From an optimization exercise on the open Yosys and OpenROAD flow, aimed at small area and a short achievable clock period; shortcuts taken in it are not production practice.
Function was checked by simulation only, so behaviour that the tests miss may differ from the original.
Power figures rest on the tool's default switching activity, not on a simulated workload.

==> flow/design.v <==
module cpu2(
    input clk, rst_n,
    output hlt,
    output [15:0] pc,
    output [15:0] imem_addr,
    input [15:0] imem_data,
    output [15:0] dmem_addr,
    output [15:0] dmem_wdata,
    output dmem_we,
    input [15:0] dmem_rdata
);
    reg [15:0] pc_r;
    reg [15:0] if_inst, if_pc;
    reg [15:0] ex_inst, ex_pc, ex_rd1, ex_rd2;
    reg        ex_rfw, ex_stall, ex_flush;
    reg        ex_sub, ex_bimm;                    
    reg        ex_s1x, ex_s1m, ex_s1r, ex_s2x, ex_s2m, ex_s2r;
    reg        ex_spc;
    reg        ex_btk, ex_brtk;                    
    reg [2:0]  flags;
    reg        mem_rfw, mem_dmw, mem_mtr, mem_hlt, mem_m3;
    reg [3:0]  mem_wr;
    reg [15:0] mem_res, mem_sd;
    reg        wb_rfw, wb_hlt;
    reg [3:0]  wb_wr;
    reg [15:0] wb_data;
    wire [3:0] ex_op    = ex_inst[15:12];
    wire [3:0] ex_wr    = ex_inst[11:8];
    wire       ex_is_ld = (ex_op == 4'h8);
    wire       ex_is_st = (ex_op == 4'h9);
    wire       ex_br    = ex_op[3] & ex_op[2];           
    wire [3:0] ex_rr2   = ex_is_st ? ex_inst[11:8] : ex_inst[3:0];
    wire       ex_flagset = ex_rfw & ~ex_op[3] & ~(ex_op[1] & ex_op[0]);
    wire [15:0] id_inst = ex_flush ? 16'h0000 : if_inst;
    wire [15:0] id_pc   = if_pc;
    wire [3:0]  op      = id_inst[15:12];
    wire id_is_st  = (op == 4'h9);
    wire id_lb0    = op[3] & ~op[2] & op[1];             
    wire id_is_b   = (op == 4'hC);
    wire id_is_br  = (op == 4'hD);
    wire id_is_hlt = (op == 4'hF);
    wire id_rfw    = ~(id_is_st | id_is_b | id_is_br | id_is_hlt);
    wire [3:0] rr1 = id_lb0 ? id_inst[11:8] : id_inst[7:4];
    wire [3:0] rr2 = id_is_st ? id_inst[11:8] : id_inst[3:0];
    wire stall = (ex_is_ld & ((ex_wr == rr1) | (ex_wr == rr2))) |
                 ((id_is_b | id_is_br) & ex_flagset);
    wire f1x = id_rfw & (rr1 == ex_wr);
    wire f1m = id_rfw & (rr1 == mem_wr);
    wire f2x = id_rfw & (rr2 == ex_wr);
    wire f2m = id_rfw & (rr2 == mem_wr);
    reg cond;
    always @(*) begin
        case (id_inst[11:9])
            3'b000: cond = ~flags[0];
            3'b001: cond = flags[0];
            3'b010: cond = ~flags[0] & ~flags[2];
            3'b011: cond = flags[2];
            3'b100: cond = flags[0] | ~flags[2];
            3'b101: cond = flags[2] | flags[0];
            3'b110: cond = flags[1];
            default: cond = 1'b1;
        endcase
    end
    wire flush = (id_is_b | id_is_br) & cond & ~stall;
    wire rf_we = wb_rfw & ~ex_flush;
    wire [15:0] rf_wd = wb_data & {16{rst_n}};
    wire [15:0] rfv [0:15];
    genvar gi;
    generate
        for (gi = 0; gi < 16; gi = gi + 1) begin : R
            reg [15:0] q;
            always @(posedge clk)
                if (~rst_n | (rf_we & (wb_wr == gi))) q <= rf_wd;
            assign rfv[gi] = q;
        end
    endgenerate
    wire [15:0] rd1 = (rf_we & (rr1 == wb_wr)) ? wb_data : rfv[rr1];
    wire [15:0] rd2 = (rf_we & (rr2 == wb_wr)) ? wb_data : rfv[rr2];
    wire id_brop = op[3] & op[2];                        
    wire [15:0] a1 = ({16{ex_s1x}} & mem_res) | ({16{ex_s1m}} & wb_data) | ({16{ex_s1r}} & ex_rd1) |
                     ({16{ex_spc}} & {ex_pc[15:1], 1'b1});
    wire [15:0] a2 = ({16{ex_s2x}} & mem_res) | ({16{ex_s2m}} & wb_data) | ({16{ex_s2r}} & ex_rd2);
    wire [3:0] imm4 = ex_inst[3:0];
    wire        ex_is_hlt = (ex_op == 4'hF);
    wire [15:0] immv = ~ex_op[3] ? {12'h000, imm4} :
                       ~ex_op[2] ? {{11{imm4[3]}}, imm4, 1'b0} :
                       {({15{ex_btk}} & {{6{ex_inst[8]}}, ex_inst[8:0]}) | {15{ex_is_hlt}}, 1'b1};
    wire [15:0] rt = ex_bimm ? immv : a2;
    wire [15:0] addA = {a1[15:1], a1[0] & ~(ex_op[3] & ~ex_op[2])};
    wire [15:0] addB = rt ^ {16{ex_sub}};
    wire [15:0] lo   = {1'b0, addA[14:0]} + {1'b0, addB[14:0]} + {15'h0000, ex_sub};
    wire        c15  = lo[15];
    wire [15:0] s    = {addA[15] ^ addB[15] ^ c15, lo[14:0]};
    wire [15:0] pc_tgt = {s[15:1], ex_pc[0]};      
    wire        ovf  = (addA[15] == addB[15]) & (c15 != addA[15]);
    wire        szero = &((addA ^ addB) ~^ {addA[14:0] | addB[14:0], ex_sub});
    wire [8:0]  red_lo = a1[7:0] + rt[7:0];
    wire [8:0]  red_hi = a1[15:8] + rt[15:8];
    wire [12:0] red_t  = {{4{red_lo[8]}}, red_lo[7:0]} + {{4{red_hi[8]}}, red_hi[7:0]};
    wire [15:0] red    = {{4{red_t[12]}}, red_t[11:0]};
    wire [4:0] n0 = a1[3:0] + rt[3:0];
    wire [4:0] n1 = a1[7:4] + rt[7:4];
    wire [4:0] n2 = a1[11:8] + rt[11:8];
    wire [4:0] n3 = a1[15:12] + rt[15:12];
    wire o0 = (a1[3] == rt[3]) & (n0[3] != a1[3]);
    wire o1 = (a1[7] == rt[7]) & (n1[3] != a1[7]);
    wire [15:0] psa;
    assign psa[3:0]   = o0 ? (a1[3] ? 4'h1 : 4'h7) : n0[3:0];
    assign psa[7:4]   = o1 ? (a1[7] ? 4'h1 : 4'h7) : n1[3:0];
    assign psa[11:8]  = (o0 & ~(a1[11] ^ rt[11])) ? (a1[11] ? 4'h1 : 4'h7) : n2[3:0];
    assign psa[15:12] = (o0 & ~(a1[15] ^ rt[15])) ? (a1[15] ? 4'h1 : 4'h7) : n3[3:0];
    wire        is_sll = (ex_op == 4'h4);
    wire        is_ror = (ex_op == 4'h6);
    wire [3:0]  rot_n  = is_sll ? (4'h0 - imm4) : imm4;
    wire [31:0] rotw   = {a1, a1} >> rot_n;
    wire [15:0] rot    = rotw[15:0];
    wire [15:0] keep   = is_ror ? 16'hFFFF : is_sll ? (16'hFFFF << imm4) : (16'hFFFF >> imm4);
    wire        shfill = ~is_sll & a1[15];
    wire [15:0] sho    = (rot & keep) | ({16{shfill}} & ~keep);
    wire [7:0]  imm8   = ex_inst[7:0];
    wire        op_add = ~ex_op[2] & ~ex_op[1];                
    wire        op_xor = (ex_op == 4'h2);
    wire        op_red = (ex_op == 4'h3);
    wire        op_sh  = (ex_op == 4'h4) | (ex_op == 4'h5) | (ex_op == 4'h6);
    wire        op_psa = (ex_op == 4'h7);
    wire        op_llb = (ex_op == 4'hA);
    wire        op_lhb = (ex_op == 4'hB);
    wire        op_pcs = (ex_op == 4'hE);
    wire        op_a1  = (ex_op == 4'hC) | (ex_op == 4'hD) | (ex_op == 4'hF);
    wire        satv   = ovf & ~ex_op[3];      
    wire [15:0] addres = satv ? (a1[15] ? 16'h0100 : 16'h7FFF) : s;
    wire [15:0] res =
          ({16{op_add | op_pcs}} & {addres[15:1], addres[0] | (op_pcs & ex_pc[0])})
        | ({16{op_xor}} & (a1 ^ rt))
        | ({16{op_red}} & red)
        | ({16{op_sh}}  & sho)
        | ({16{op_psa}} & psa)
        | ({16{op_a1}}  & ex_rd1)                  
        | {{8{op_llb}} & a1[15:8], {8{op_lhb}} & a1[7:0]}
        | {{8{op_lhb}} & imm8, {8{op_llb}} & imm8};
    reg [2:0] flags_n;
    always @(*) begin
        case (ex_op)
            4'h0, 4'h1: flags_n = {~ovf & s[15], ovf, ~ovf & szero};
            4'h2:       flags_n = {flags[2:1], flags[0] | (a1 == rt)};
            4'h4, 4'h5, 4'h6: flags_n = {flags[2:1], flags[0] | (sho == 16'h0000)};
            default:    flags_n = flags;
        endcase
    end
    assign dmem_addr  = mem_res;
    assign dmem_wdata = mem_m3 ? wb_data : mem_sd;
    assign dmem_we    = mem_dmw & rst_n;
    assign hlt       = wb_hlt;
    assign pc        = if_pc;
    assign imem_addr = pc_r;
    always @(posedge clk) begin
        ex_pc    <= id_pc;
        ex_btk   <= id_is_b & cond;
        ex_brtk  <= id_is_br & cond;
        ex_rd1   <= rd1;
        ex_rd2   <= rd2;
        mem_sd   <= ex_rd2;
        wb_data  <= mem_mtr ? dmem_rdata : mem_res;
    end
    always @(posedge clk) begin
        if (~rst_n) begin
            pc_r <= 16'h0000; if_inst <= 16'h0000; if_pc <= 16'h0000;
            ex_inst <= 16'h0000;
            ex_rfw <= 1'b0; ex_stall <= 1'b0; ex_flush <= 1'b0;
            ex_sub <= 1'b0; ex_bimm <= 1'b0; ex_spc <= 1'b0;
            ex_s1x <= 1'b0; ex_s1m <= 1'b0; ex_s1r <= 1'b0;
            ex_s2x <= 1'b0; ex_s2m <= 1'b0; ex_s2r <= 1'b0;
            flags <= 3'b000;
            mem_rfw <= 1'b0; mem_dmw <= 1'b0; mem_mtr <= 1'b0; mem_hlt <= 1'b0;
            mem_m3 <= 1'b0; mem_wr <= 4'h0; mem_res <= 16'h0000;
            wb_rfw <= 1'b0; wb_hlt <= 1'b0; wb_wr <= 4'h0;
        end else begin
            if (~ex_stall) begin
                pc_r    <= ~ex_br ? pc_r + 16'd2 :
                           ex_brtk ? ex_rd1 : pc_tgt;
                if_inst <= imem_data;
                if_pc   <= pc_r;
            end
            ex_inst  <= stall ? 16'h0000 : id_inst;
            ex_rfw   <= ~stall & id_rfw;
            ex_stall <= stall;
            ex_sub   <= ~stall & (op == 4'h1);
            ex_bimm  <= ~stall & ((op == 4'h4) | (op == 4'h5) | (op == 4'h6) |
                                  (op == 4'h8) | (op == 4'h9) | id_brop);
            ex_spc   <= ~stall & id_brop;
            ex_flush <= flush;
            ex_s1x   <= ~stall & f1x & ~id_brop;
            ex_s1m   <= ~stall & ~f1x & f1m & ~id_brop;
            ex_s1r   <= ~stall & ~f1x & ~f1m & ~id_brop;
            ex_s2x   <= ~stall & f2x;
            ex_s2m   <= ~stall & ~f2x & f2m;
            ex_s2r   <= ~stall & ~f2x & ~f2m;
            flags    <= flags_n;
            mem_rfw  <= ex_rfw;
            mem_dmw  <= ex_is_st;
            mem_mtr  <= ex_is_ld;
            mem_hlt  <= ex_is_hlt;
            mem_wr   <= ex_wr;
            mem_res  <= res;
            mem_m3   <= mem_rfw & (mem_wr == ex_rr2);
            wb_rfw   <= mem_rfw;
            wb_hlt   <= mem_hlt;
            wb_wr    <= mem_wr;
        end
    end
endmodule
clock: 11.0 ns
lec_check: 0
cap_margin: 20
core_margin: 2
core_utilization: 65
place_density: 0.72
slew_margin: 20
standard.sh (not shown) runs the stock make flow with config.mk's settings and CLKGATE_MAP_FILE= SYNTH_SCRIPT=/design/flow/synth_recipe.tcl, a recipe that flattens the netlist after the stock synthesis.
==> flow/flow/run.sh <==
#!/bin/bash
# The standard layout (standard synthesis, floorplan, placement, CTS,
# routing) with a tighter timing-repair target and a leaner clock tree and
# port buffers. The clock period and constraints are the design's own.
#  - repair_timing aims for SETUP_SLACK_MARGIN ns of setup slack
#  - CTS builds from clkbuf_4/clkbuf_8 in clusters of up to 12 sinks, without
#    dummy loads
#  - every input and output port still gets its own buffer (buf_1)
set -euo pipefail
bash standard.sh \
  SETUP_SLACK_MARGIN=6.15 \
  "CTS_ARGS=-sink_clustering_enable -repair_clock_nets -dont_use_dummy_load -sink_clustering_size 12 -sink_clustering_max_diameter 70 -buf_list {sky130_fd_sc_hd__clkbuf_4 sky130_fd_sc_hd__clkbuf_8}" \
  "BUFFER_PORTS_ARGS=-buffer_cell sky130_fd_sc_hd__buf_1" \
  finish > standard_flow.log 2>&1
The starting point produced a clean layout.
==> next run, changes <==
--- a/flow/design.v
+++ b/flow/design.v
@@ -22,6 +22,5 @@
     reg [3:0]  mem_wr;
     reg [15:0] mem_res, mem_sd;
-    reg        wb_rfw, wb_hlt;
-    reg [3:0]  wb_wr;
+    reg        wb_hlt;
     reg [15:0] wb_data;
     wire [3:0] ex_op    = ex_inst[15:12];
@@ -63,6 +62,7 @@
     end
     wire flush = (id_is_b | id_is_br) & cond & ~stall;
-    wire rf_we = wb_rfw & ~ex_flush;
-    wire [15:0] rf_wd = wb_data & {16{rst_n}};
+    wire [15:0] wb_next = mem_mtr ? dmem_rdata : mem_res;
+    wire rf_we = mem_rfw & ~flush;
+    wire [15:0] rf_wd = wb_next & {16{rst_n}};
     wire [15:0] rfv [0:15];
     genvar gi;
@@ -71,10 +71,10 @@
             reg [15:0] q;
             always @(posedge clk)
-                if (~rst_n | (rf_we & (wb_wr == gi))) q <= rf_wd;
+                if (~rst_n | (rf_we & (mem_wr == gi))) q <= rf_wd;
             assign rfv[gi] = q;
         end
     endgenerate
-    wire [15:0] rd1 = (rf_we & (rr1 == wb_wr)) ? wb_data : rfv[rr1];
-    wire [15:0] rd2 = (rf_we & (rr2 == wb_wr)) ? wb_data : rfv[rr2];
+    wire [15:0] rd1 = rfv[rr1];
+    wire [15:0] rd2 = rfv[rr2];
     wire id_brop = op[3] & op[2];                        
     wire [15:0] a1 = ({16{ex_s1x}} & mem_res) | ({16{ex_s1m}} & wb_data) | ({16{ex_s1r}} & ex_rd1) |
@@ -156,4 +156,6 @@
     always @(posedge clk) begin
         ex_pc    <= id_pc;
+        if (~ex_stall) if_inst <= imem_data;
+        ex_inst[7:0] <= if_inst[7:0];
         ex_btk   <= id_is_b & cond;
         ex_brtk  <= id_is_br & cond;
@@ -161,11 +163,12 @@
         ex_rd2   <= rd2;
         mem_sd   <= ex_rd2;
-        wb_data  <= mem_mtr ? dmem_rdata : mem_res;
+        wb_data  <= wb_next;
     end
     always @(posedge clk) begin
         if (~rst_n) begin
-            pc_r <= 16'h0000; if_inst <= 16'h0000; if_pc <= 16'h0000;
-            ex_inst <= 16'h0000;
-            ex_rfw <= 1'b0; ex_stall <= 1'b0; ex_flush <= 1'b0;
+            pc_r <= 16'h0000; if_pc <= 16'h0000;
+            ex_inst[15:8] <= 8'h00;
+            ex_rfw <= 1'b0; ex_stall <= 1'b0;
+            ex_flush <= 1'b1;
             ex_sub <= 1'b0; ex_bimm <= 1'b0; ex_spc <= 1'b0;
             ex_s1x <= 1'b0; ex_s1m <= 1'b0; ex_s1r <= 1'b0;
@@ -174,13 +177,12 @@
             mem_rfw <= 1'b0; mem_dmw <= 1'b0; mem_mtr <= 1'b0; mem_hlt <= 1'b0;
             mem_m3 <= 1'b0; mem_wr <= 4'h0; mem_res <= 16'h0000;
-            wb_rfw <= 1'b0; wb_hlt <= 1'b0; wb_wr <= 4'h0;
+            wb_hlt <= 1'b0;
         end else begin
             if (~ex_stall) begin
                 pc_r    <= ~ex_br ? pc_r + 16'd2 :
                            ex_brtk ? ex_rd1 : pc_tgt;
-                if_inst <= imem_data;
                 if_pc   <= pc_r;
             end
-            ex_inst  <= stall ? 16'h0000 : id_inst;
+            ex_inst[15:8] <= stall ? 8'h00 : id_inst[15:8];
             ex_rfw   <= ~stall & id_rfw;
             ex_stall <= stall;
@@ -204,7 +206,5 @@
             mem_res  <= res;
             mem_m3   <= mem_rfw & (mem_wr == ex_rr2);
-            wb_rfw   <= mem_rfw;
             wb_hlt   <= mem_hlt;
-            wb_wr    <= mem_wr;
         end
     end
- The changed run passed the timing, design-rule and antenna checks
- sequential cell count decreases by 5
- synthesized area decreases by a few percent
- routed wire length increases by a few percent
- power decreases by a few percent
- design area decreases slightly
- setup slack gets worse by 0.051 ns
- via count increases by a few percent
- die area decreases by a few percent
- first-iteration DRC count increases by well over a third
- synthesized cell count decreases by a few percent
- global-route usage increases by 3.7 points
- critical path depth increases by 1
- core utilization increases by 1.2 points

static timing again, ports no longer ideal:
No port has a modelled driver above. Below, the same layouts with a new extraction and two added sets of constraints. Step 1 (the two cells are an assumption about what drives the block):
set clk [get_ports {clk}]
set_driving_cell -lib_cell sky130_fd_sc_hd__clkbuf_16 $clk
set_driving_cell -lib_cell sky130_fd_sc_hd__buf_2 [delete_from_list [all_inputs] $clk]
Step 2 moves the port delays by t, midway between the first and last clock arrival at a register: inputs arrive t later, outputs are due t later. That takes back most of the time a late clock gives input paths. Slacks: no drivers / after step 1 / after step 2; pairs: no drivers / after step 1.
| run | t (ns) | setup slack, ns | hold WS [ns] | worst setup path after step 2 | latest minus earliest clock arrival (ns) |
|---|---|---|---|---|---|
| the first run | 0.679 | 6.188 / 6.157 / 6.157 | 0.347 / 0.347 / 0.347 | input to output | 0.102 / 0.103 |
| the second run | 0.692 | 6.137 / 6.083 / 6.083 | 0.351 / 0.351 / 0.351 | input to output | 0.084 / 0.083 |
After both steps setup and hold are still met in every run listed. The setup slack of the second run, which loses most, moves by -0.054 ns with the drivers and by -0.054 ns with both steps.
